Source: an optimization exercise on an open RTL-to-GDS flow (aim: small area and a short achievable clock period). Production flows keep margins and buffers that such runs may drop.
Where RTL was checked, it was by simulation tests only, not by an equivalence proof against the original.
No functional check of the RTL was part of runs 3 and 4.

===== design/flow/config.mk =====
export PLATFORM = sky130hd
export DESIGN_NAME = fp16_mac
export DESIGN_NICKNAME = fp16_mac
export VERILOG_FILES = /design/flow/design.v
export SDC_FILE = /design/flow/constraint.sdc
export NUM_CORES = 4
export LEC_CHECK = 0
export CAP_MARGIN = 20
export CORE_MARGIN = 2
export CORE_UTILIZATION = 40
export PLACE_DENSITY = 0.6
export SLEW_MARGIN = 20
export SYNTH_HIERARCHICAL = 1
export SYNTH_MINIMUM_KEEP_SIZE = 0

===== design/flow/run.sh =====
#!/bin/bash
# synth_recipe.tcl (not shown) runs the flow's synth.tcl, then flattens the netlist and writes it again
# the make line also repeats each setting of config.mk as NAME=value (left out here)
make -C /OpenROAD-flow-scripts/flow DESIGN_CONFIG=/design/flow/config.mk WORK_HOME=/design/flow/orfs CLKGATE_MAP_FILE= SYNTH_SCRIPT=/design/flow/synth_recipe.tcl finish

===== design/flow/design.v =====
module floatMult
(
	input wire [15:0] a,
	input wire [15:0] b,
	output wire [15:0] product
);
wire [10:0] fa = {1'b1, a[9:0]};
wire [10:0] fb = {1'b1, b[9:0]};
wire [21:0] f;
mul11 mul (.ma(a[9:0]), .mb(b[9:0]), .f(f));
wire [5:0] es = {1'b0, a[14:10]} + {1'b0, b[14:10]};    
wire [5:0] eh = es - 6'd14;                               
wire [5:0] el = es - 6'd15;                               
wire vh = (es >= 6'd14) && (es <= 6'd45);
wire vl = (es >= 6'd15) && (es <= 6'd46);
wire nz = (a != 16'd0) && (b != 16'd0);
wire [4:0] e = f[21] ? eh[4:0] : el[4:0];
wire [9:0] m = f[21] ? f[20:11] : f[19:10];
wire v = f[21] ? vh : vl;
assign product = (nz && v) ? {a[15] ^ b[15], e, m} : 16'd0;
endmodule
module mul11 (input wire [9:0] ma, input wire [9:0] mb, output wire [21:0] f);
wire pp0_0 = ma[0] & mb[0];
wire pp0_1 = ma[0] & mb[1];
wire pp0_2 = ma[0] & mb[2];
wire pp0_3 = ma[0] & mb[3];
wire pp0_4 = ma[0] & mb[4];
wire pp0_5 = ma[0] & mb[5];
wire pp0_6 = ma[0] & mb[6];
wire pp0_7 = ma[0] & mb[7];
wire pp0_8 = ma[0] & mb[8];
wire pp0_9 = ma[0] & mb[9];
wire pp1_0 = ma[1] & mb[0];
wire pp1_1 = ma[1] & mb[1];
wire pp1_2 = ma[1] & mb[2];
wire pp1_3 = ma[1] & mb[3];
wire pp1_4 = ma[1] & mb[4];
wire pp1_5 = ma[1] & mb[5];
wire pp1_6 = ma[1] & mb[6];
wire pp1_7 = ma[1] & mb[7];
wire pp1_8 = ma[1] & mb[8];
wire pp1_9 = ma[1] & mb[9];
wire pp2_0 = ma[2] & mb[0];
wire pp2_1 = ma[2] & mb[1];
wire pp2_2 = ma[2] & mb[2];
wire pp2_3 = ma[2] & mb[3];
wire pp2_4 = ma[2] & mb[4];
wire pp2_5 = ma[2] & mb[5];
wire pp2_6 = ma[2] & mb[6];
wire pp2_7 = ma[2] & mb[7];
wire pp2_8 = ma[2] & mb[8];
wire pp2_9 = ma[2] & mb[9];
wire pp3_0 = ma[3] & mb[0];
wire pp3_1 = ma[3] & mb[1];
wire pp3_2 = ma[3] & mb[2];
wire pp3_3 = ma[3] & mb[3];
wire pp3_4 = ma[3] & mb[4];
wire pp3_5 = ma[3] & mb[5];
wire pp3_6 = ma[3] & mb[6];
wire pp3_7 = ma[3] & mb[7];
wire pp3_8 = ma[3] & mb[8];
wire pp3_9 = ma[3] & mb[9];
wire pp4_0 = ma[4] & mb[0];
wire pp4_1 = ma[4] & mb[1];
wire pp4_2 = ma[4] & mb[2];
wire pp4_3 = ma[4] & mb[3];
wire pp4_4 = ma[4] & mb[4];
wire pp4_5 = ma[4] & mb[5];
wire pp4_6 = ma[4] & mb[6];
wire pp4_7 = ma[4] & mb[7];
wire pp4_8 = ma[4] & mb[8];
wire pp4_9 = ma[4] & mb[9];
wire pp5_0 = ma[5] & mb[0];
wire pp5_1 = ma[5] & mb[1];
wire pp5_2 = ma[5] & mb[2];
wire pp5_3 = ma[5] & mb[3];
wire pp5_4 = ma[5] & mb[4];
wire pp5_5 = ma[5] & mb[5];
wire pp5_6 = ma[5] & mb[6];
wire pp5_7 = ma[5] & mb[7];
wire pp5_8 = ma[5] & mb[8];
wire pp5_9 = ma[5] & mb[9];
wire pp6_0 = ma[6] & mb[0];
wire pp6_1 = ma[6] & mb[1];
wire pp6_2 = ma[6] & mb[2];
wire pp6_3 = ma[6] & mb[3];
wire pp6_4 = ma[6] & mb[4];
wire pp6_5 = ma[6] & mb[5];
wire pp6_6 = ma[6] & mb[6];
wire pp6_7 = ma[6] & mb[7];
wire pp6_8 = ma[6] & mb[8];
wire pp6_9 = ma[6] & mb[9];
wire pp7_0 = ma[7] & mb[0];
wire pp7_1 = ma[7] & mb[1];
wire pp7_2 = ma[7] & mb[2];
wire pp7_3 = ma[7] & mb[3];
wire pp7_4 = ma[7] & mb[4];
wire pp7_5 = ma[7] & mb[5];
wire pp7_6 = ma[7] & mb[6];
wire pp7_7 = ma[7] & mb[7];
wire pp7_8 = ma[7] & mb[8];
wire pp7_9 = ma[7] & mb[9];
wire pp8_0 = ma[8] & mb[0];
wire pp8_1 = ma[8] & mb[1];
wire pp8_2 = ma[8] & mb[2];
wire pp8_3 = ma[8] & mb[3];
wire pp8_4 = ma[8] & mb[4];
wire pp8_5 = ma[8] & mb[5];
wire pp8_6 = ma[8] & mb[6];
wire pp8_7 = ma[8] & mb[7];
wire pp8_8 = ma[8] & mb[8];
wire pp8_9 = ma[8] & mb[9];
wire pp9_0 = ma[9] & mb[0];
wire pp9_1 = ma[9] & mb[1];
wire pp9_2 = ma[9] & mb[2];
wire pp9_3 = ma[9] & mb[3];
wire pp9_4 = ma[9] & mb[4];
wire pp9_5 = ma[9] & mb[5];
wire pp9_6 = ma[9] & mb[6];
wire pp9_7 = ma[9] & mb[7];
wire pp9_8 = ma[9] & mb[8];
wire pp9_9 = ma[9] & mb[9];
wire s0, c0;
wire s1, c1;
wire s2, c2;
wire s3, c3;
wire s4, c4;
wire s5, c5;
wire s6, c6;
wire s7, c7;
wire s8, c8;
wire s9, c9;
wire s10, c10;
wire s11, c11;
wire s12, c12;
wire s13, c13;
wire s14, c14;
wire s15, c15;
wire s16, c16;
wire s17, c17;
wire s18, c18;
wire s19, c19;
wire s20, c20;
wire s21, c21;
wire s22, c22;
wire s23, c23;
wire s24, c24;
wire s25, c25;
wire s26, c26;
wire s27, c27;
wire s28, c28;
wire s29, c29;
wire s30, c30;
wire s31, c31;
wire s32, c32;
wire s33, c33;
wire s34, c34;
wire s35, c35;
wire s36, c36;
wire s37, c37;
wire s38, c38;
wire s39, c39;
wire s40, c40;
wire s41, c41;
wire s42, c42;
wire s43, c43;
wire s44, c44;
wire s45, c45;
wire s46, c46;
wire s47, c47;
wire s48, c48;
wire s49, c49;
wire s50, c50;
wire s51, c51;
wire s52, c52;
wire s53, c53;
wire s54, c54;
wire s55, c55;
wire s56, c56;
wire s57, c57;
wire s58, c58;
wire s59, c59;
wire s60, c60;
wire s61, c61;
wire s62, c62;
wire s63, c63;
wire s64, c64;
wire s65, c65;
wire s66, c66;
wire s67, c67;
wire s68, c68;
wire s69, c69;
wire s70, c70;
wire s71, c71;
wire s72, c72;
wire s73, c73;
wire s74, c74;
wire s75, c75;
wire s76, c76;
wire s77, c77;
wire s78, c78;
wire s79, c79;
wire s80, c80;
wire s81, c81;
wire s82, c82;
wire s83, c83;
wire s84, c84;
wire s85, c85;
wire s86, c86;
wire s87, c87;
wire s88, c88;
wire s89, c89;
ha_cell u1 (.a(pp0_9), .b(pp1_8), .s(s0), .co(c0));
fa_cell u2 (.a(ma[0]), .b(pp1_9), .c(pp2_8), .s(s1), .co(c1));
ha_cell u3 (.a(pp3_7), .b(pp4_6), .s(s2), .co(c2));
fa_cell u4 (.a(ma[1]), .b(pp2_9), .c(pp3_8), .s(s3), .co(c3));
ha_cell u5 (.a(pp4_7), .b(pp5_6), .s(s4), .co(c4));
fa_cell u6 (.a(ma[2]), .b(pp3_9), .c(pp4_8), .s(s5), .co(c5));
ha_cell u7 (.a(pp0_6), .b(pp1_5), .s(s6), .co(c6));
fa_cell u8 (.a(pp0_7), .b(pp1_6), .c(pp2_5), .s(s7), .co(c7));
ha_cell u9 (.a(pp3_4), .b(pp4_3), .s(s8), .co(c8));
fa_cell u10 (.a(pp0_8), .b(pp1_7), .c(pp2_6), .s(s9), .co(c9));
fa_cell u11 (.a(pp3_5), .b(pp4_4), .c(pp5_3), .s(s10), .co(c10));
ha_cell u12 (.a(pp6_2), .b(pp7_1), .s(s11), .co(c11));
fa_cell u13 (.a(pp2_7), .b(pp3_6), .c(pp4_5), .s(s12), .co(c12));
fa_cell u14 (.a(pp5_4), .b(pp6_3), .c(pp7_2), .s(s13), .co(c13));
fa_cell u15 (.a(pp8_1), .b(pp9_0), .c(s0), .s(s14), .co(c14));
fa_cell u16 (.a(pp5_5), .b(pp6_4), .c(pp7_3), .s(s15), .co(c15));
fa_cell u17 (.a(pp8_2), .b(pp9_1), .c(mb[0]), .s(s16), .co(c16));
fa_cell u18 (.a(c0), .b(s1), .c(s2), .s(s17), .co(c17));
fa_cell u19 (.a(pp6_5), .b(pp7_4), .c(pp8_3), .s(s18), .co(c18));
fa_cell u20 (.a(pp9_2), .b(mb[1]), .c(c1), .s(s19), .co(c19));
fa_cell u21 (.a(c2), .b(s3), .c(s4), .s(s20), .co(c20));
fa_cell u22 (.a(pp5_7), .b(pp6_6), .c(pp7_5), .s(s21), .co(c21));
fa_cell u23 (.a(pp8_4), .b(pp9_3), .c(mb[2]), .s(s22), .co(c22));
fa_cell u24 (.a(c3), .b(c4), .c(s5), .s(s23), .co(c23));
fa_cell u25 (.a(ma[3]), .b(pp4_9), .c(pp5_8), .s(s24), .co(c24));
fa_cell u26 (.a(pp6_7), .b(pp7_6), .c(pp8_5), .s(s25), .co(c25));
fa_cell u27 (.a(pp9_4), .b(mb[3]), .c(c5), .s(s26), .co(c26));
fa_cell u28 (.a(ma[4]), .b(pp5_9), .c(pp6_8), .s(s27), .co(c27));
fa_cell u29 (.a(pp7_7), .b(pp8_6), .c(pp9_5), .s(s28), .co(c28));
fa_cell u30 (.a(ma[5]), .b(pp6_9), .c(pp7_8), .s(s29), .co(c29));
ha_cell u31 (.a(pp0_4), .b(pp1_3), .s(s30), .co(c30));
fa_cell u32 (.a(pp0_5), .b(pp1_4), .c(pp2_3), .s(s31), .co(c31));
ha_cell u33 (.a(pp3_2), .b(pp4_1), .s(s32), .co(c32));
fa_cell u34 (.a(pp2_4), .b(pp3_3), .c(pp4_2), .s(s33), .co(c33));
fa_cell u35 (.a(pp5_1), .b(pp6_0), .c(s6), .s(s34), .co(c34));
fa_cell u36 (.a(pp5_2), .b(pp6_1), .c(pp7_0), .s(s35), .co(c35));
fa_cell u37 (.a(c6), .b(s7), .c(s8), .s(s36), .co(c36));
fa_cell u38 (.a(pp8_0), .b(c7), .c(c8), .s(s37), .co(c37));
fa_cell u39 (.a(s9), .b(s10), .c(s11), .s(s38), .co(c38));
fa_cell u40 (.a(c9), .b(c10), .c(c11), .s(s39), .co(c39));
fa_cell u41 (.a(s12), .b(s13), .c(s14), .s(s40), .co(c40));
fa_cell u42 (.a(c12), .b(c13), .c(c14), .s(s41), .co(c41));
fa_cell u43 (.a(s15), .b(s16), .c(s17), .s(s42), .co(c42));
fa_cell u44 (.a(c15), .b(c16), .c(c17), .s(s43), .co(c43));
fa_cell u45 (.a(s18), .b(s19), .c(s20), .s(s44), .co(c44));
fa_cell u46 (.a(c18), .b(c19), .c(c20), .s(s45), .co(c45));
fa_cell u47 (.a(s21), .b(s22), .c(s23), .s(s46), .co(c46));
fa_cell u48 (.a(c21), .b(c22), .c(c23), .s(s47), .co(c47));
fa_cell u49 (.a(s24), .b(s25), .c(s26), .s(s48), .co(c48));
fa_cell u50 (.a(mb[4]), .b(c24), .c(c25), .s(s49), .co(c49));
fa_cell u51 (.a(c26), .b(s27), .c(s28), .s(s50), .co(c50));
fa_cell u52 (.a(pp8_7), .b(pp9_6), .c(mb[5]), .s(s51), .co(c51));
fa_cell u53 (.a(c27), .b(c28), .c(s29), .s(s52), .co(c52));
fa_cell u54 (.a(ma[6]), .b(pp7_9), .c(pp8_8), .s(s53), .co(c53));
fa_cell u55 (.a(pp9_7), .b(mb[6]), .c(c29), .s(s54), .co(c54));
fa_cell u56 (.a(ma[7]), .b(pp8_9), .c(pp9_8), .s(s55), .co(c55));
ha_cell u57 (.a(pp0_3), .b(pp1_2), .s(s56), .co(c56));
fa_cell u58 (.a(pp2_2), .b(pp3_1), .c(pp4_0), .s(s57), .co(c57));
fa_cell u59 (.a(pp5_0), .b(c30), .c(s31), .s(s58), .co(c58));
fa_cell u60 (.a(c31), .b(c32), .c(s33), .s(s59), .co(c59));
fa_cell u61 (.a(c33), .b(c34), .c(s35), .s(s60), .co(c60));
fa_cell u62 (.a(c35), .b(c36), .c(s37), .s(s61), .co(c61));
fa_cell u63 (.a(c37), .b(c38), .c(s39), .s(s62), .co(c62));
fa_cell u64 (.a(c39), .b(c40), .c(s41), .s(s63), .co(c63));
fa_cell u65 (.a(c41), .b(c42), .c(s43), .s(s64), .co(c64));
fa_cell u66 (.a(c43), .b(c44), .c(s45), .s(s65), .co(c65));
fa_cell u67 (.a(c45), .b(c46), .c(s47), .s(s66), .co(c66));
fa_cell u68 (.a(c47), .b(c48), .c(s49), .s(s67), .co(c67));
fa_cell u69 (.a(c49), .b(c50), .c(s51), .s(s68), .co(c68));
fa_cell u70 (.a(c51), .b(c52), .c(s53), .s(s69), .co(c69));
fa_cell u71 (.a(mb[7]), .b(c53), .c(c54), .s(s70), .co(c70));
fa_cell u72 (.a(ma[8]), .b(pp9_9), .c(mb[8]), .s(s71), .co(c71));
ha_cell u73 (.a(pp0_2), .b(pp1_1), .s(s72), .co(c72));
fa_cell u74 (.a(pp2_1), .b(pp3_0), .c(s56), .s(s73), .co(c73));
fa_cell u75 (.a(s30), .b(c56), .c(s57), .s(s74), .co(c74));
fa_cell u76 (.a(s32), .b(c57), .c(s58), .s(s75), .co(c75));
fa_cell u77 (.a(s34), .b(c58), .c(s59), .s(s76), .co(c76));
fa_cell u78 (.a(s36), .b(c59), .c(s60), .s(s77), .co(c77));
fa_cell u79 (.a(s38), .b(c60), .c(s61), .s(s78), .co(c78));
fa_cell u80 (.a(s40), .b(c61), .c(s62), .s(s79), .co(c79));
fa_cell u81 (.a(s42), .b(c62), .c(s63), .s(s80), .co(c80));
fa_cell u82 (.a(s44), .b(c63), .c(s64), .s(s81), .co(c81));
fa_cell u83 (.a(s46), .b(c64), .c(s65), .s(s82), .co(c82));
fa_cell u84 (.a(s48), .b(c65), .c(s66), .s(s83), .co(c83));
fa_cell u85 (.a(s50), .b(c66), .c(s67), .s(s84), .co(c84));
fa_cell u86 (.a(s52), .b(c67), .c(s68), .s(s85), .co(c85));
fa_cell u87 (.a(s54), .b(c68), .c(s69), .s(s86), .co(c86));
fa_cell u88 (.a(s55), .b(c69), .c(s70), .s(s87), .co(c87));
fa_cell u89 (.a(c55), .b(c70), .c(s71), .s(s88), .co(c88));
fa_cell u90 (.a(ma[9]), .b(mb[9]), .c(c71), .s(s89), .co(c89));
wire [21:0] r0 = {1'b0, 1'b1, c88, c87, c86, c85, c84, c83, c82, c81, c80, c79, c78, c77, c76, c75, c74, c73, c72, pp2_0, pp0_1, pp0_0};
wire [21:0] r1 = {1'b0, c89, s89, s88, s87, s86, s85, s84, s83, s82, s81, s80, s79, s78, s77, s76, s75, s74, s73, s72, pp1_0, 1'b0};
assign f = r0 + r1;
endmodule
module fa_cell (input wire a, input wire b, input wire c, output wire s, output wire co);
assign {co, s} = a + b + c;
endmodule
module ha_cell (input wire a, input wire b, output wire s, output wire co);
assign {co, s} = a + b;
endmodule
module floatAdd (
	input wire [15:0] floatA,
	input wire [15:0] floatB,
	output wire [15:0] sum
);
wire az = (floatA == 16'd0);
wire bz = (floatB == 16'd0);
wire agt = (floatA[14:0] > floatB[14:0]);
wire sub = floatA[15] ^ floatB[15];
wire cancel = sub && (floatA[14:0] == floatB[14:0]);
wire sign = agt ? floatA[15] : floatB[15];
wire [5:0] dab = {1'b0, floatA[14:10]} - {1'b0, floatB[14:10]};
wire [4:0] dba = floatB[14:10] - floatA[14:10];
wire [4:0] d = dab[5] ? dba : dab[4:0];
wire [4:0] el = agt ? floatA[14:10] : floatB[14:10];
wire [10:0] fl = {1'b1, agt ? floatA[9:0] : floatB[9:0]};
wire [10:0] fsa = {1'b1, floatA[9:0]} ^ {11{sub}};
wire [10:0] fsb = {1'b1, floatB[9:0]} ^ {11{sub}};
wire [10:0] fs = agt ? fsb : fsa;
wire [10:0] fs1 = d[0] ? {sub, fs[10:1]} : fs;
wire [10:0] fs2 = d[1] ? {{2{sub}}, fs1[10:2]} : fs1;
wire [10:0] fs3 = d[2] ? {{4{sub}}, fs2[10:4]} : fs2;
wire [10:0] fs4 = (d[4] || (d[3] && (d[2:0] >= 3'd3))) ? {11{sub}} :
                  d[3] ? {{8{sub}}, fs3[10:8]} : fs3;
wire [11:0] t = {1'b0, fl} + {1'b0, fs4} + {11'd0, sub};
wire ovf = t[11] && !sub;
wire [9:0] ma = t[11] ? t[10:1] : t[9:0];
wire [5:0] ea = {1'b0, el} + 6'd1;
wire [10:0] u = t[10:0];
wire [3:0] lz;
assign lz[3] = (u[10:3] == 8'd0);
wire [10:0] u3 = lz[3] ? {u[2:0], 8'd0} : u;
assign lz[2] = (u3[10:7] == 4'd0);
wire [10:0] u2 = lz[2] ? {u3[6:0], 4'd0} : u3;
assign lz[1] = (u2[10:9] == 2'd0);
wire [10:0] u1 = lz[1] ? {u2[8:0], 2'd0} : u2;
assign lz[0] = !u1[10];
wire [10:0] un = lz[0] ? {u1[9:0], 1'b0} : u1;
wire [5:0] eb = {1'b0, el} - {2'b0, lz};
wire [4:0] e = sub ? eb[4:0] : (t[11] ? ea[4:0] : el);
wire [9:0] m = sub ? un[9:0] : ma;
wire zero = cancel || (sub ? eb[5] : (t[11] && el == 5'd31));
assign sum = az ? floatB :
             bz ? floatA :
             zero ? 16'd0 :
             {sign, e, m};
endmodule
module fp16_mac (
    input clk,
    input rst,
    input clear,
    input en,
    input [15:0] a,
    input [15:0] b,
    output [15:0] acc
);
wire [15:0] product;
reg  [15:0] s;
reg  [15:0] p;
floatMult mul (
    .a(a),
    .b(b),
    .product(product)
);
floatAdd add (
    .floatA(s),
    .floatB(p),
    .sum(acc)
);
always @(posedge clk) begin
    if (rst || clear) begin
        s <= 16'd0;
        p <= 16'd0;
    end else begin
        s <= acc;
        p <= en ? product : 16'd0;
    end
end
endmodule

===== design/flow/constraint.sdc =====
create_clock -name core_clock -period 18.0 [get_ports {clk}]
set_input_delay 3.6000 -clock core_clock [delete_from_list [all_inputs] [get_ports {clk}]]
set_output_delay 3.6000 -clock core_clock [all_outputs]
set_load 0.01 [all_outputs]

==> metrics.md, run 1 <==
| Metric | Value |
|---|---|
| Die W | 152 um |
| Placeable Area | 21700 um2 |
| Hpwl dp | 19400 um |
| Kind of critical path | register to output port |
| Setup TNS | 0 ps |
| Post-detailed-routing wire length | 24400 um |
| Period utilization | 75.2% |
| Buf/Inv on CP | 4 |
| Reg2reg start | s[10]$_SDFF_PP0_ |
| Hold Slack | 728 ps |
| Worst-Margin Slew | 1060 ps |
| Vias in the first global route | 7650 |
| Crit path max-delay family | compound AO/OA/AOI/OAI gates |
| Routability Congestion | 0.940 |
| Layout Nets | 1206 |
| Vias per Instance | 5.98 |
| Worst EP arrival | 9930 ps |
| Crit Path Max Fanout | 27 |
| Layout cells sized above 1 | 7.53% |
| Pre-antenna DRT Iters | 7 |
| DR vias | 7705 |
| CTS Buf Count | 5 |
| Final setup violation count | 0 |
| Starting Density | 40.4% |
| Final min period | 13530 ps |
| Ys Warns | 7 |
| ANT nets after route | 0 |
| Post-CTS Hold Fix Bufs | 0 |
| Seq. cell area | 641 um2 |
| Syn Area/Cell | 8.85 um2 |
| Initial antenna violation count | 0 |
| Met2 global-route usage | 35.3% |
| Syn Std Cell Area | 8770 um2 |
| Largest net degree at the start of global routing | 43 |
| Worst relative slew slack | 28.2% |
| Worst hold start | p[14]$_SDFF_PP0_ |
| First-pass GRT wire length | 41000 um |
| Root Driver | clkbuf_16 |
| Ports | 52 |
| Finished layout cell area | 9600 um2 |
| Setup WS post-layout | 4470 ps |
| Clk buf depth | 2 |
| Initial DRC count | 643 |
| RSZ-0062 raised after global routing | false |
| Skew-Pair Late Insertion Delay | 280 ps |
| CP endpoint kind | output port |
| Fillers | 2100 |
| Post-place setup slack | 4850 ps |
| Die Ht | 152 um |
| H-tree levels | 2 |
| CP startpoint | s[10]$_SDFF_PP0_ |
| Setup bufs post-CTS | 0 |
| Max Slew Vio Count | 0 |
| Post-route DRC | 0 |
| Status | timing/DRC/antenna clean |
| Max Cap Violations | 0 |
| Worst path required time | 14400 ps |
| Clk sink count | 32 |
| Resized Gates After CTS | 0 |
| Die area | 23100 um2 |
| Hold Fails Final Rpt | 0 |
| Diodes inserted | 0 |
| Synth-to-layout area growth | 9.43% |
| Met1 Resource Use GR | 31.5% |
| Met3 GRT Util | 1.80% |
| CTS tree | done |
| Cells after Synth | 991 |
| Crit-path slowest cell | ha_1 |
| Layer with the highest usage | met2 |
| Clock Skews | 8.42 ps |
| Commonest non-fill, non-tap cell in the layout | and2_1 |
| Gr ovfl total | 0 |
| Fmax | 73.9 MHz |
| Commonest cells after routing, fill and taps aside | 104 x and2_1, 87 x fa_1, 74 x ha_1 |
| GRT Util Overall | 21.4% |
| Buffers on Ports | 51 |
| Multi-input logic area | 7730 um2 |
| Most frequent CP cell | ha_1 |
| Row cnt | 54 |
| Drt wl/cell | 18.9 um |
| Post-detailed-placement cell area | 9440 um2 |
| Tightest Hold Check Type | register to register |
| Slowest stage delay, CP | 870 ps |
| Clk pin slew, worst setup/hold paths | 50 ps |
| Critical Path Source Type | register |
| Mapped Nets | 1188 |
sequential cells by signal (all words and copies together) (netlist names):
signal	count
p	16
s	16
final timing paths:
check | end | slack (ps) | cells after the start
max reg2reg | s[7]$_SDFF_PP0_ | 8560 | 29
min reg2reg | s[14]$_SDFF_PP0_ | 730 | 3
max | acc[7] | 4470 | 29
min | s[14]$_SDFF_PP0_ | 730 | 3
layer usage:
| layer | wire length, um | up-vias |
|---|---|---|
| met5 | 0 | - |
| met4 | 142 | 0 |
| met3 | 1140 | 12 |
| met2 | 11300 | 221 |
| met1 | 11800 | 3789 |
| li1 | - | 3683 |
stage by stage:
| stage | std cells | utilization (%) |
|---|---|---|
| 5_1_grt | 1289 | 44.2 |
| 3_3_place_gp | 1282 | 43.5 |
| 6_report | 1289 | 44.2 |
| 3_5_place_dp | 1282 | 43.5 |
| 4_1_cts | 1289 | 44.2 |
| 2_1_floorplan | 991 | - |
tightest hold or removal path: cells and delay by family, from the launching register on:
kind | cells | cell delay (ps)
flip-flops | 1 | 340
buffers and inverters | 1 | 90
AND/OR/NAND/NOR | 1 | 150
AO/OA/AOI/OAI | 1 | 100
cell type report:
type	instances	share of cell area [%]
Timing Repair Buffer	58	5.87
Sequential cell	32	6.68
Multi-Input combinational cell	871	80.6
Clock buffer	7	1.59
Inverter	41	1.63
Tap cell	280	3.65
==> run 2: changes to the inputs <==
==> design/flow/flow/run.sh (new file) <==
#!/bin/bash
# Standard synthesis and layout; repair_timing aims for extra setup slack.
set -euo pipefail
bash standard.sh synth > synth.log 2>&1
bash standard.sh SETUP_SLACK_MARGIN=9 finish > layout.log 2>&1
==> design/flow/standard.sh (new file) <==
#!/bin/bash
# synth_recipe.tcl (not shown) runs the flow's synth.tcl, then flattens the netlist and writes it again
# the make line also repeats each setting of config.mk as NAME=value (left out here)
make -C /OpenROAD-flow-scripts/flow DESIGN_CONFIG=/design/flow/config.mk WORK_HOME=/design/flow/orfs CLKGATE_MAP_FILE= SYNTH_SCRIPT=/design/flow/synth_recipe.tcl "${@:-finish}"
removed: design/flow/run.sh
==> run 2 against run 1 <==
Utilization rose by 5.9 points. Critical path depth rose by 4. Setup slack improved by 2500 ps. Critical path type unchanged.
==> metrics.md, run 2 <==
| Metric | Value |
|---|---|
| Final min period | 11000 ps (-2530 ps) |
| Worst relative slew slack | 33.6% (+5.4 points) |
| Clock Skews | 3.27 ps (-5.15 ps) |
| Ports | 52 (unchanged) |
| Initial antenna violation count | 0 (unchanged) |
| Fmax | 90.9 MHz (+23%) |
| First-pass GRT wire length | 43300 um (+5.7%) |
| Post-place setup slack | 5320 ps (+467 ps) |
| Cells after Synth | 991 (unchanged) |
| Max Slew Vio Count | 0 (unchanged) |
| Vias in the first global route | 8003 (+4.6%) |
| ANT nets after route | 0 (unchanged) |
| Pre-antenna DRT Iters | 5 (-2) |
| Layout Nets | 1272 (+5.5%) |
| Status | timing/DRC/antenna clean |
| Fillers | 2022 (-3.7%) |
| Largest net degree at the start of global routing | 45 (+4.7%) |
| Worst path required time | 14400 ps (about the same) |
| Worst-Margin Slew | 996 ps (-60.5 ps) |
| GRT Util Overall | 22.8% (+1.4 points) |
| Final setup violation count | 0 (unchanged) |
| Slowest stage delay, CP | 540 ps (-330 ps) |
| CTS Buf Count | 5 (unchanged) |
| Post-route DRC | 0 (unchanged) |
| Drt wl/cell | 19.9 um (+5.0%) |
| Setup TNS | 0 ps (unchanged) |
| Mapped Nets | 1188 (unchanged) |
| Tightest Hold Check Type | register to register |
| H-tree levels | 2 (unchanged) |
| Starting Density | 40.4% (unchanged) |
| Buf/Inv on CP | 5 (+1) |
| Hpwl dp | 19700 um (+1.2%) |
| Post-detailed-placement cell area | 9710 um2 (+2.8%) |
| Initial DRC count | 640 (-0.47%) |
| Top flop regs | p x16, s x16 |
| Critical Path Source Type | register |
| Worst EP arrival | 7400 ps (-2530 ps) |
| Setup WS post-layout | 7000 ps (+2530 ps) |
| Row cnt | 54 (unchanged) |
| Crit Path Max Fanout | 6 (-78%) |
| Crit-path slowest cell | mux4_2 |
| Gr ovfl total | 0 (unchanged) |
| Commonest non-fill, non-tap cell in the layout | and2_1 |
| Synth-to-layout area growth | 24.0% |
| DR vias | 8090 (+5.0%) |
| Most frequent CP cell | a21o_1 |
| Placeable Area | 21700 um2 (unchanged) |
| Hold Fails Final Rpt | 0 (unchanged) |
| Clk pin slew, worst setup/hold paths | 60 ps (about the same) |
| Clk sink count | 32 (unchanged) |
| Max Cap Violations | 0 (unchanged) |
| Crit path max-delay family | compound AO/OA/AOI/OAI gates |
| Skew-Pair Late Insertion Delay | 290 ps (about the same) |
| Vias per Instance | 5.96 (-0.26%) |
| Syn Area/Cell | 8.85 um2 (unchanged) |
| Clk buf depth | 2 (unchanged) |
| Period utilization | 61.1% (-14 points) |
| CTS tree | done |
| Die area | 23100 um2 (unchanged) |
| Post-detailed-routing wire length | 27000 um (+11%) |
| RSZ-0062 raised after global routing | true |
| Layout cells sized above 1 | 28.0% (+20 points) |
| Die W | 152 um (unchanged) |
| Commonest cells after routing, fill and taps aside | 100 x and2_1, 79 x fa_1, 67 x buf_4 |
| Ys Warns | 7 (unchanged) |
| CP endpoint kind | output port |
| Routability Congestion | 0.916 (-2.5%) |
| Buffers on Ports | 51 (unchanged) |
| Finished layout cell area | 10900 um2 (+13%) |
| Hold Slack | 708 ps (-20.0 ps) |
| Root Driver | clkbuf_16 |
| Post-CTS Hold Fix Bufs | 0 (unchanged) |
| Syn Std Cell Area | 8770 um2 (unchanged) |
| Die Ht | 152 um (unchanged) |
| Kind of critical path | register to output port |
run 2: cell types whose count changed in the layout (fill, tap and decap cells not counted), sizes merged:
cell,change
buf,+88
bufinv,+1
clkbuf,+4
clkdlybuf4s15,+2
clkdlybuf4s50,-35
diode,+1
dlygate4sd2,+4
inv,+2
nand2,+1
run 2: worst reg2reg max path, delay by kind of cell (launching register included):
family | cells | cell delay (ps)
simple gates | 10 | 1190
buf+inv | 5 | 510
mux | 2 | 730
fa+ha+maj | 4 | 1190
xor+xnor | 1 | 180
flops | 1 | 370
compound gates | 12 | 3050
run 2: area by class of cell:
class	count	area (um2)	share of cell area [%]
multi-input cells	872	8520	78.3
clock inverters	3	45.0	0.414
flip-flops and latches	32	689	6.34
repair buffers	123	978	9.00
diodes	1	2.50	0.0230
clock buffers	5	125	1.15
well taps	280	350	3.22
inverters	41	164	1.51
run 2: worst paths after layout:
check / from / endpoint / slack (ps) / cells past startpoint
max: p[8]$_SDFF_PP0_ / acc[8] / 7000 / 33
min: p[14]$_SDFF_PP0_ / s[14]$_SDFF_PP0_ / 710 / 3
max reg2reg: p[8]$_SDFF_PP0_ / s[7]$_SDFF_PP0_ / 10650 / 34
min reg2reg: p[14]$_SDFF_PP0_ / s[14]$_SDFF_PP0_ / 710 / 3
run 2: through the flow:
step / utilization (%) / cells
6_report: 50.1 / 1357
2_1_floorplan: - / 991
5_1_grt: 50.1 / 1356
4_1_cts: 48.9 / 1342
3_3_place_gp: 44.8 / 1281
3_5_place_dp: 44.8 / 1281
run 2: per-layer routing:
metal  track usage [%]  up-vias  wire (um)
li1                  -     3821          -
met1              32.7     3990      12600
met2              37.3      246      12500
met3              2.68       33       1390
met4              4.36        0        444
met5                 0        -          0
run 2: what timing repair did:
action	4_1_cts	5_1_grt
pin swaps	51	41
endpoints found under the setup margin	32	32
resized for setup	219	66
cloned	1	0
setup buffers	52	14
==> run 3: changes to the inputs <==
--- a/design/flow/design.v
+++ b/design/flow/design.v
@@ -2,10 +2,10 @@
 (
 	input wire [15:0] a,
 	input wire [15:0] b,
-	output wire [15:0] product
+	output wire [15:0] product_h,    
+	output wire [15:0] product_l,    
+	output wire f21
 );
-wire [10:0] fa = {1'b1, a[9:0]};
-wire [10:0] fb = {1'b1, b[9:0]};
 wire [21:0] f;
 mul11 mul (.ma(a[9:0]), .mb(b[9:0]), .f(f));
 wire [5:0] es = {1'b0, a[14:10]} + {1'b0, b[14:10]};    
@@ -14,10 +14,10 @@
 wire vh = (es >= 6'd14) && (es <= 6'd45);
 wire vl = (es >= 6'd15) && (es <= 6'd46);
 wire nz = (a != 16'd0) && (b != 16'd0);
-wire [4:0] e = f[21] ? eh[4:0] : el[4:0];
-wire [9:0] m = f[21] ? f[20:11] : f[19:10];
-wire v = f[21] ? vh : vl;
-assign product = (nz && v) ? {a[15] ^ b[15], e, m} : 16'd0;
+wire sign = a[15] ^ b[15];
+assign f21 = f[21];
+assign product_h = (nz && vh) ? {sign, eh[4:0], f[20:11]} : 16'd0;
+assign product_l = (nz && vl) ? {sign, el[4:0], f[19:10]} : 16'd0;
 endmodule
 module mul11 (input wire [9:0] ma, input wire [9:0] mb, output wire [21:0] f);
 wire pp0_0 = ma[0] & mb[0];
@@ -313,45 +313,55 @@
 module floatAdd (
 	input wire [15:0] floatA,
 	input wire [15:0] floatB,
+	input wire dn,
+	input wire [4:0] dm,
 	output wire [15:0] sum
 );
 wire az = (floatA == 16'd0);
 wire bz = (floatB == 16'd0);
-wire agt = (floatA[14:0] > floatB[14:0]);
 wire sub = floatA[15] ^ floatB[15];
-wire cancel = sub && (floatA[14:0] == floatB[14:0]);
-wire sign = agt ? floatA[15] : floatB[15];
-wire [5:0] dab = {1'b0, floatA[14:10]} - {1'b0, floatB[14:10]};
-wire [4:0] dba = floatB[14:10] - floatA[14:10];
-wire [4:0] d = dab[5] ? dba : dab[4:0];
-wire [4:0] el = agt ? floatA[14:10] : floatB[14:10];
-wire [10:0] fl = {1'b1, agt ? floatA[9:0] : floatB[9:0]};
-wire [10:0] fsa = {1'b1, floatA[9:0]} ^ {11{sub}};
-wire [10:0] fsb = {1'b1, floatB[9:0]} ^ {11{sub}};
-wire [10:0] fs = agt ? fsb : fsa;
-wire [10:0] fs1 = d[0] ? {sub, fs[10:1]} : fs;
-wire [10:0] fs2 = d[1] ? {{2{sub}}, fs1[10:2]} : fs1;
-wire [10:0] fs3 = d[2] ? {{4{sub}}, fs2[10:4]} : fs2;
-wire [10:0] fs4 = (d[4] || (d[3] && (d[2:0] >= 3'd3))) ? {11{sub}} :
-                  d[3] ? {{8{sub}}, fs3[10:8]} : fs3;
-wire [11:0] t = {1'b0, fl} + {1'b0, fs4} + {11'd0, sub};
-wire ovf = t[11] && !sub;
+wire [15:0] x = dn ? floatB : floatA;
+wire [15:0] y = dn ? floatA : floatB;
+wire d0 = (dm == 5'd0);
+wire swap = d0 && (y[9:0] > x[9:0]);
+wire cancel = sub && d0 && (x[9:0] == y[9:0]);
+wire sign = swap ? y[15] : x[15];
+wire [4:0] ex = x[14:10];
+wire [10:0] fx = {1'b1, x[9:0]};
+wire [10:0] fyi = {1'b1, y[9:0]} ^ {11{sub}};
+wire [10:0] fxi = fx ^ {11{sub}};
+wire [10:0] s1 = dm[0] ? {sub, fyi[10:1]} : fyi;
+wire [10:0] s2 = dm[1] ? {{2{sub}}, s1[10:2]} : s1;
+wire [10:0] s3 = dm[2] ? {{4{sub}}, s2[10:4]} : s2;
+wire big = dm[4] || (dm[3] && (dm[2:0] >= 3'd3));
+wire [10:0] s4 = big ? {11{sub}} : dm[3] ? {{8{sub}}, s3[10:8]} : s3;
+wire [10:0] opa = swap ? {1'b1, y[9:0]} : fx;
+wire [10:0] opb = swap ? fxi : s4;
+wire [11:0] t = {1'b0, opa} + {1'b0, opb} + {11'd0, sub};
 wire [9:0] ma = t[11] ? t[10:1] : t[9:0];
-wire [5:0] ea = {1'b0, el} + 6'd1;
+wire [4:0] ea = ex + 5'd1;
 wire [10:0] u = t[10:0];
-wire [3:0] lz;
-assign lz[3] = (u[10:3] == 8'd0);
-wire [10:0] u3 = lz[3] ? {u[2:0], 8'd0} : u;
-assign lz[2] = (u3[10:7] == 4'd0);
-wire [10:0] u2 = lz[2] ? {u3[6:0], 4'd0} : u3;
-assign lz[1] = (u2[10:9] == 2'd0);
-wire [10:0] u1 = lz[1] ? {u2[8:0], 2'd0} : u2;
-assign lz[0] = !u1[10];
-wire [10:0] un = lz[0] ? {u1[9:0], 1'b0} : u1;
-wire [5:0] eb = {1'b0, el} - {2'b0, lz};
-wire [4:0] e = sub ? eb[4:0] : (t[11] ? ea[4:0] : el);
+reg [3:0] lz;
+always @(*) begin
+	casez (u)
+		11'b1??????????: lz = 4'd0;
+		11'b01?????????: lz = 4'd1;
+		11'b001????????: lz = 4'd2;
+		11'b0001???????: lz = 4'd3;
+		11'b00001??????: lz = 4'd4;
+		11'b000001?????: lz = 4'd5;
+		11'b0000001????: lz = 4'd6;
+		11'b00000001???: lz = 4'd7;
+		11'b000000001??: lz = 4'd8;
+		11'b0000000001?: lz = 4'd9;
+		default:         lz = 4'd10;
+	endcase
+end
+wire [10:0] un = u << lz;
+wire [5:0] eb = {1'b0, ex} - {2'b0, lz};
+wire [4:0] e = sub ? eb[4:0] : (t[11] ? ea : ex);
 wire [9:0] m = sub ? un[9:0] : ma;
-wire zero = cancel || (sub ? eb[5] : (t[11] && el == 5'd31));
+wire zero = cancel || (sub ? eb[5] : (t[11] && ex == 5'd31));
 assign sum = az ? floatB :
              bz ? floatA :
              zero ? 16'd0 :
@@ -366,26 +376,46 @@
     input [15:0] b,
     output [15:0] acc
 );
-wire [15:0] product;
+wire [15:0] prod_h, prod_l;    
+wire        f21;
 reg  [15:0] s;
 reg  [15:0] p;
+reg         dn;                
+reg  [4:0]  dm;                
 floatMult mul (
     .a(a),
     .b(b),
-    .product(product)
+    .product_h(prod_h),
+    .product_l(prod_l),
+    .f21(f21)
 );
 floatAdd add (
     .floatA(s),
     .floatB(p),
+    .dn(dn),
+    .dm(dm),
     .sum(acc)
 );
+wire [5:0] xh = {1'b0, acc[14:10]} - {1'b0, prod_h[14:10]};
+wire [5:0] yh = {1'b0, prod_h[14:10]} - {1'b0, acc[14:10]};
+wire [5:0] xl = {1'b0, acc[14:10]} - {1'b0, prod_l[14:10]};
+wire [5:0] yl = {1'b0, prod_l[14:10]} - {1'b0, acc[14:10]};
+wire load = en && !rst && !clear;
 always @(posedge clk) begin
-    if (rst || clear) begin
+    if (rst || clear)
         s <= 16'd0;
+    else
+        s <= acc;
+    if (!load)
         p <= 16'd0;
+    else
+        p <= f21 ? prod_h : prod_l;
+    if (f21) begin
+        dn <= xh[5];
+        dm <= xh[5] ? yh[4:0] : xh[4:0];
     end else begin
-        s <= acc;
-        p <= en ? product : 16'd0;
+        dn <= xl[5];
+        dm <= xl[5] ? yl[4:0] : xl[4:0];
     end
 end
 endmodule
==> run 3 against run 2 <==
Synthesized cell count is 19% higher. Die area grew 12%. Via count grew 18%. Register-to-register slack lost 1000 ps. Clock-buffer cell count grew 1. Global-route usage is 1.3 points higher.
==> metrics.md, run 3 <==
| Metric | Value |
|---|---|
| Placeable Area | 24200 um2 (+12%) |
| GRT Util Overall | 24.1% (+1.3 points) |
| Final min period | 10320 ps (-676 ps) |
| Largest net degree at the start of global routing | 39 (-13%) |
| CTS Buf Count | 5 (unchanged) |
| Clk pin slew, worst setup/hold paths | 60 ps (about the same) |
| Final setup violation count | 0 (unchanged) |
| Crit-path slowest cell | dfxtp_2 |
| Worst path required time | 14400 ps (about the same) |
| Die W | 161 um (+5.7%) |
| Syn Area/Cell | 8.35 um2 (-5.6%) |
| CTS tree | done |
| Clk sink count | 38 (+19%) |
| Reg2Reg Depth | 39 (+15%) |
| Hpwl dp | 22700 um (+15%) |
| Setup TNS | 0 ps (unchanged) |
| Worst-Margin Slew | 895 ps (-101 ps) |
| Diodes inserted | 0 (-1) |
| Skew-Pair Late Insertion Delay | 290 ps (about the same) |
| Gr ovfl total | 0 (unchanged) |
| Worst EP arrival | 6720 ps (-680 ps) |
| CP endpoint kind | output port |
| ANT nets after route | 0 (unchanged) |
| Row cnt | 57 (+5.6%) |
| Worst Hold End | s[0]$_SDFF_PP0_ |
| First-pass GRT wire length | 50700 um (+17%) |
| Hold path cells | 3 (unchanged) |
| Vias per Instance | 6.06 (+1.6%) |
| Layout cells sized above 1 | 23.3% (-4.6 points) |
| Routability Congestion | 0.924 (+0.86%) |
| Worst hold start | p[0]$_SDFF_PN0_ |
| Period utilization | 57.4% (-3.8 points) |
| Clock Skews | 5.61 ps (+2.34 ps) |
| Pre-antenna DRT Iters | 5 (unchanged) |
| Post-route DRC | 0 (unchanged) |
| Critical Path Source Type | register |
| Synth-to-layout area growth | 22.0% |
| Slowest stage delay, CP | 560 ps (+20 ps) |
| DR vias | 9572 (+18%) |
| Post-place setup slack | 6040 ps (+719 ps) |
| Clk buf depth | 2 (unchanged) |
| Commonest cells after routing, fill and taps aside | 128 x and2_1, 87 x fa_1, 70 x buf_4 |
| Placed cells | 1492 (+16%) |
| Reg2reg start | s[5]$_SDFF_PP0_ |
| Kind of critical path | register to output port |
| Max Cap Violations | 0 (unchanged) |
| Ports | 52 (unchanged) |
| Hold Fails Final Rpt | 0 (unchanged) |
| Root Driver | clkbuf_16 |
| Max Slew Vio Count | 0 (unchanged) |
| R2r setup slk | 9650 ps (-1000 ps) |
| Initial antenna violation count | 0 (unchanged) |
| Initial DRC count | 741 (+16%) |
| Tightest Hold Check Type | register to register |
| Vias in the first global route | 9642 (+20%) |
| Crit Path Max Fanout | 12 (+6) |
| Fillers | 2341 (+16%) |
| Starting Density | 40.5% (+0.096 points) |
| Post-route insts no fill | 1580 (+16%) |
| Status | timing/DRC/antenna clean |
| Buffers on Ports | 51 (unchanged) |
| Die area | 25800 um2 (+12%) |
| Top flop regs | p x16, s x16, dm x5 |
| Die Ht | 161 um (+5.7%) |
| R2R Path End | dm[2]$_DFF_P_ |
| H-tree levels | 2 (unchanged) |
| Syn Std Cell Area | 9830 um2 (+12%) |
| Layout Nets | 1452 (+14%) |
| Drt wl/cell | 19.9 um (+0.14%) |
| Ys Warns | 8 (+1) |
| Setup WS post-layout | 7680 ps (+676 ps) |
| Commonest non-fill, non-tap cell in the layout | and2_1 |
| Fmax | 96.9 MHz (+6.6%) |
| RSZ-0062 raised after global routing | true |
| Cells after Synth | 1177 (+19%) |
| Post-detailed-routing wire length | 31500 um (+17%) |
| Worst relative slew slack | 40.3% (+6.7 points) |
| Mapped Nets | 1374 (+16%) |
-- run 3: layout make-up --
type                       count  area, um2  area share, %
multi-input combinational   1027       9280           77.4
timing repair buffer         137       1170           9.76
sequential                    38        805           6.71
tap                          324        405           3.38
inverter                      46        179           1.49
clock buffer                   6        139           1.16
clock inverter                 2       12.5          0.104
-- run 3: repair_timing --
item / CTS / global route
hold buffers: 0 / 0
pin swaps: 44 / 44
cloned: 2 / 0
setup endpoints to repair: 20 / 21
buffers inserted: 52 / 26
gates resized for setup: 130 / 66
endpoints found under the hold margin: 0 / 0
-- run 3: stage by stage --
| stage | instance area, um2 | util (%) | hold WS, ps |
|---|---|---|---|
| 3_5_place_dp | 10800 | 44.3 | 729 |
| 6_report | 12000 | 49.4 | 772 |
| 2_1_floorplan | 10100 | - | 644 |
| 5_1_grt | 12000 | 49.4 | 823 |
| 3_3_place_gp | 10700 | 44.3 | 720 |
| 4_1_cts | 11600 | 47.9 | 789 |
-- run 3: worst max-delay path by stage --
| stage | endpoint | depth (start not counted) | slack, ps | from |
|---|---|---|---|---|
| after global placement | acc[7] | 26 | 6220 | dn$_DFF_P_ |
| final | acc[12] | 28 | 7680 | s[5]$_SDFF_PP0_ |
| after floorplan | acc[11] | 30 | 8490 | p[3]$_SDFF_PN0_ |
| after CTS | acc[8] | 33 | 7780 | p[3]$_SDFF_PN0_ |
| after detailed placement | acc[7] | 26 | 6040 | dn$_DFF_P_ |
| after global routing | acc[5] | 30 | 7420 | s[6]$_SDFF_PP0_ |
-- run 3: critical path: cells and delay by family, from the launching register on --
family                     cells  cell delay [ps]
AOI/OAI and AO/OA             10             2100
buffers and inverters          5              830
xor gates and xnor gates       3              530
adders and majority gates      3              810
muxes                          1              300
DFF                            1              560
and+or+nand+nor                6             1280
-- run 3: routing by layer --
metal	GRT usage [%]	up-vias	share of wire, %	wire length (um)
met5	0	-	0	0
met4	7.59	0	3.2	1010
met3	3.54	97	7.3	2290
met2	40.3	433	46	14600
met1	32.1	4605	43	13600
li1	-	4437	-	-
==> run 4: changes to the inputs <==
==> design/flow/flow/run.sh (replaced) <==
#!/bin/bash
# Standard synthesis and layout; repair_timing aims for extra setup slack.
set -euo pipefail
bash standard.sh synth > synth.log 2>&1
bash standard.sh SETUP_SLACK_MARGIN=7.5 finish > layout.log 2>&1
==> run 4 against run 3 <==
Clock-buffer cell count is 1 lower. Critical path type unchanged. Final area fell by 0.34%. Highest routed layer unchanged. Setup slack worse by 140 ps. Largest cell class unchanged.
==> metrics.md, run 4 <==
| Metric | Value |
|---|---|
| Status | timing/DRC/antenna clean |
| Worst relative slew slack | 48.2% (+7.8 points) |
| Most frequent CP cell | buf_6 |
| Routability Congestion | 0.986 (+6.7%) |
| Worst EP arrival | 6860 ps (+140 ps) |
| Drt wl/cell | 20.5 um (+2.9%) |
| DR vias | 9529 (-0.45%) |
| Cells after Synth | 1177 (unchanged) |
| Initial antenna violation count | 0 (unchanged) |
| Post-CTS Hold Fix Bufs | 0 (unchanged) |
| First-pass GRT wire length | 50100 um (-1.1%) |
| CP startpoint | s[2]$_SDFF_PP0_ |
| R2r setup slk | 9940 ps (+290 ps) |
| Post-detailed-routing wire length | 32100 um (+2.2%) |
| Tightest Hold Check Type | register to register |
| GRT Util Overall | 23.8% (-0.26 points) |
| Post-detailed-placement cell area | 10500 um2 (-2.2%) |
| Vias in the first global route | 9199 (-4.6%) |
| Commonest cells after routing, fill and taps aside | 128 x and2_1, 87 x fa_1, 68 x nand2_1, 68 x nor2_1, 64 x buf_4 |
| Slowest stage delay, CP | 420 ps (-140 ps) |
| CP endpoint kind | output port |
| Initial DRC count | 1045 (+41%) |
| Reg2Reg Depth | 36 (-7.7%) |
| H-tree levels | 2 (unchanged) |
| Clk sink count | 38 (unchanged) |
| Pre-antenna DRT Iters | 5 (unchanged) |
| Hold Fails Final Rpt | 0 (unchanged) |
| Hpwl dp | 23000 um (+1.4%) |
| Clock Skews | 9.49 ps (+3.88 ps) |
| Top flop regs | p x16, s x16, dm x5 |
| Kind of critical path | register to output port |
| Max Cap Violations | 0 (unchanged) |
| RSZ-0062 raised after global routing | true |
| Diodes inserted | 0 (unchanged) |
| Hold Slack | 785 ps (+13.0 ps) |
| Mapped Nets | 1374 (unchanged) |
| Clk pin slew, worst setup/hold paths | 60 ps (about the same) |
| Placeable Area | 24200 um2 (unchanged) |
| Starting Density | 40.5% (unchanged) |
| Root Driver | clkbuf_16 |
| Ports | 52 (unchanged) |
| Clk buf depth | 2 (unchanged) |
| Setup TNS | 0 ps (unchanged) |
| Critical path capture point | acc[7] |
| Vias per Instance | 6.07 (+0.25%) |
| Finished layout cell area | 11900 um2 (-0.34%) |
| Fmax | 95.6 MHz (-1.3%) |
| Final min period | 10460 ps (+140 ps) |
| Die W | 161 um (unchanged) |
| Die area | 25800 um2 (unchanged) |
| Post-route DRC | 0 (unchanged) |
| Critical Path Source Type | register |
| Reg2reg start | s[2]$_SDFF_PP0_ |
| Final setup violation count | 0 (unchanged) |
| Buffers on Ports | 51 (unchanged) |
| Hold path cells | 3 (unchanged) |
| Worst-Margin Slew | 767 ps (-128 ps) |
| ANT nets after route | 0 (unchanged) |
| Commonest non-fill, non-tap cell in the layout | and2_1 |
| Largest net degree at the start of global routing | 40 (+2.6%) |
| CTS Buf Count | 5 (unchanged) |
| Layout Nets | 1441 (-0.76%) |
| CTS tree | done |
| Crit-path slowest cell | dfxtp_4 |
| Syn Std Cell Area | 9830 um2 (unchanged) |
| Ys Warns | 8 (unchanged) |
| Row cnt | 57 (unchanged) |
| Period utilization | 58.1% (+0.78 points) |
| Synth-to-layout area growth | 21.6% |
| Syn Area/Cell | 8.35 um2 (unchanged) |
| R2R Path End | dm[1]$_DFF_P_ |
| Layout cells sized above 1 | 20.6% (-2.8 points) |
| Worst path required time | 14400 ps (about the same) |
| Crit Path Max Fanout | 8 (-4) |
| Skew-Pair Late Insertion Delay | 280 ps (about the same) |
| Die Ht | 161 um (unchanged) |
| Max Slew Vio Count | 0 (unchanged) |
| Gr ovfl total | 0 (unchanged) |
run 4: what timing repair did:
item / CTS / global route
pin swaps: 38 / 38
gates resized for setup: 124 / 68
gates cloned: 2 / 1
endpoints found under the setup margin: 16 / 16
setup buffers: 39 / 24
run 4: worst min path at each step:
stage | slack (ps) | to | from
6_report | 780 | s[0]$_SDFF_PP0_ | p[0]$_SDFF_PN0_
5_1_grt | 830 | s[6]$_SDFF_PP0_ | p[6]$_SDFF_PN0_
4_1_cts | 760 | s[0]$_SDFF_PP0_ | p[0]$_SDFF_PN0_
3_5_place_dp | 790 | s[14]$_SDFF_PP0_ | p[14]$_SDFF_PN0_
3_3_place_gp | 790 | s[14]$_SDFF_PP0_ | p[14]$_SDFF_PN0_
2_1_floorplan | 680 | s[14]$_SDFF_PP0_ | p[14]$_SDFF_PN0_
run 4: routing by layer:
| metal | part of all wire, % | up-vias | track usage [%] |
|---|---|---|---|
| li1 | - | 4406 | - |
| met1 | 45 | 4672 | 34.1 |
| met2 | 46 | 396 | 38.5 |
| met3 | 7.2 | 55 | 3.41 |
| met4 | 2.0 | 0 | 4.46 |
| met5 | 0 | - | 0.947 |
run 4: worst max-delay path: cells and delay by family, from the launching register on:
kind	cells	cell delay [ps]
compound gates	13	2840
simple gates	6	1220
mux	1	310
flops	1	420
buf+inv	6	900
fa+ha+maj	2	530
xor+xnor	2	330
run 4: final cells by class:
cell class | instances | area, um2
Fill cell | 2321 | 12300
Sequential cell | 38 | 812
Clock inverter | 3 | 45.0
Clock buffer | 5 | 125
Inverter | 46 | 178
Timing Repair Buffer | 126 | 1160
Tap cell | 324 | 405
Multi-Input combinational cell | 1027 | 9230
run 4: through the flow:
stage / worst slack [ps] / utilization [%] / instances
2_1_floorplan: 7720 / - / 1177
3_3_place_gp: 5840 / 43.3 / 1495
3_5_place_dp: 5730 / 43.3 / 1495
4_1_cts: 7440 / 47.0 / 1544
5_1_grt: 7300 / 49.3 / 1569
6_report: 7540 / 49.3 / 1569

## static timing again, ports no longer ideal
In the flow no input, the clock included, has a driving cell. The finished layouts below were timed again as built, in two steps.
Step 1 sets driving cells, clkbuf_16 on the clock port and buf_2 on the other inputs (assumed; they add their load-dependent delay and slew).
Step 2 moves the port delays by t, midway between the first and last clock arrival at a register: inputs arrive t later, outputs are due t later. That takes back most of the time a late clock gives input paths.
a / b / c = ideal / step 1 / step 2; a / b = the first two.
run	t (ns)	setup slack, ns	worst setup path at the end	clock arrival spread, ns	slew at the worst register clock pin (ns)
run 1	0.308	4.466 / 4.436 / 4.744	register to output	0.009 / 0.009	0.05 / 0.05
run 2	0.323	7.000 / 6.961 / 7.284	register to output	0.003 / 0.004	0.06 / 0.06
run 3	0.322	7.677 / 7.639 / 7.961	register to output	0.006 / 0.006	0.06 / 0.06
run 4	0.312	7.537 / 7.501 / 7.813	register to output	0.009 / 0.009	0.07 / 0.07
After both steps setup and hold are still met in every run listed.
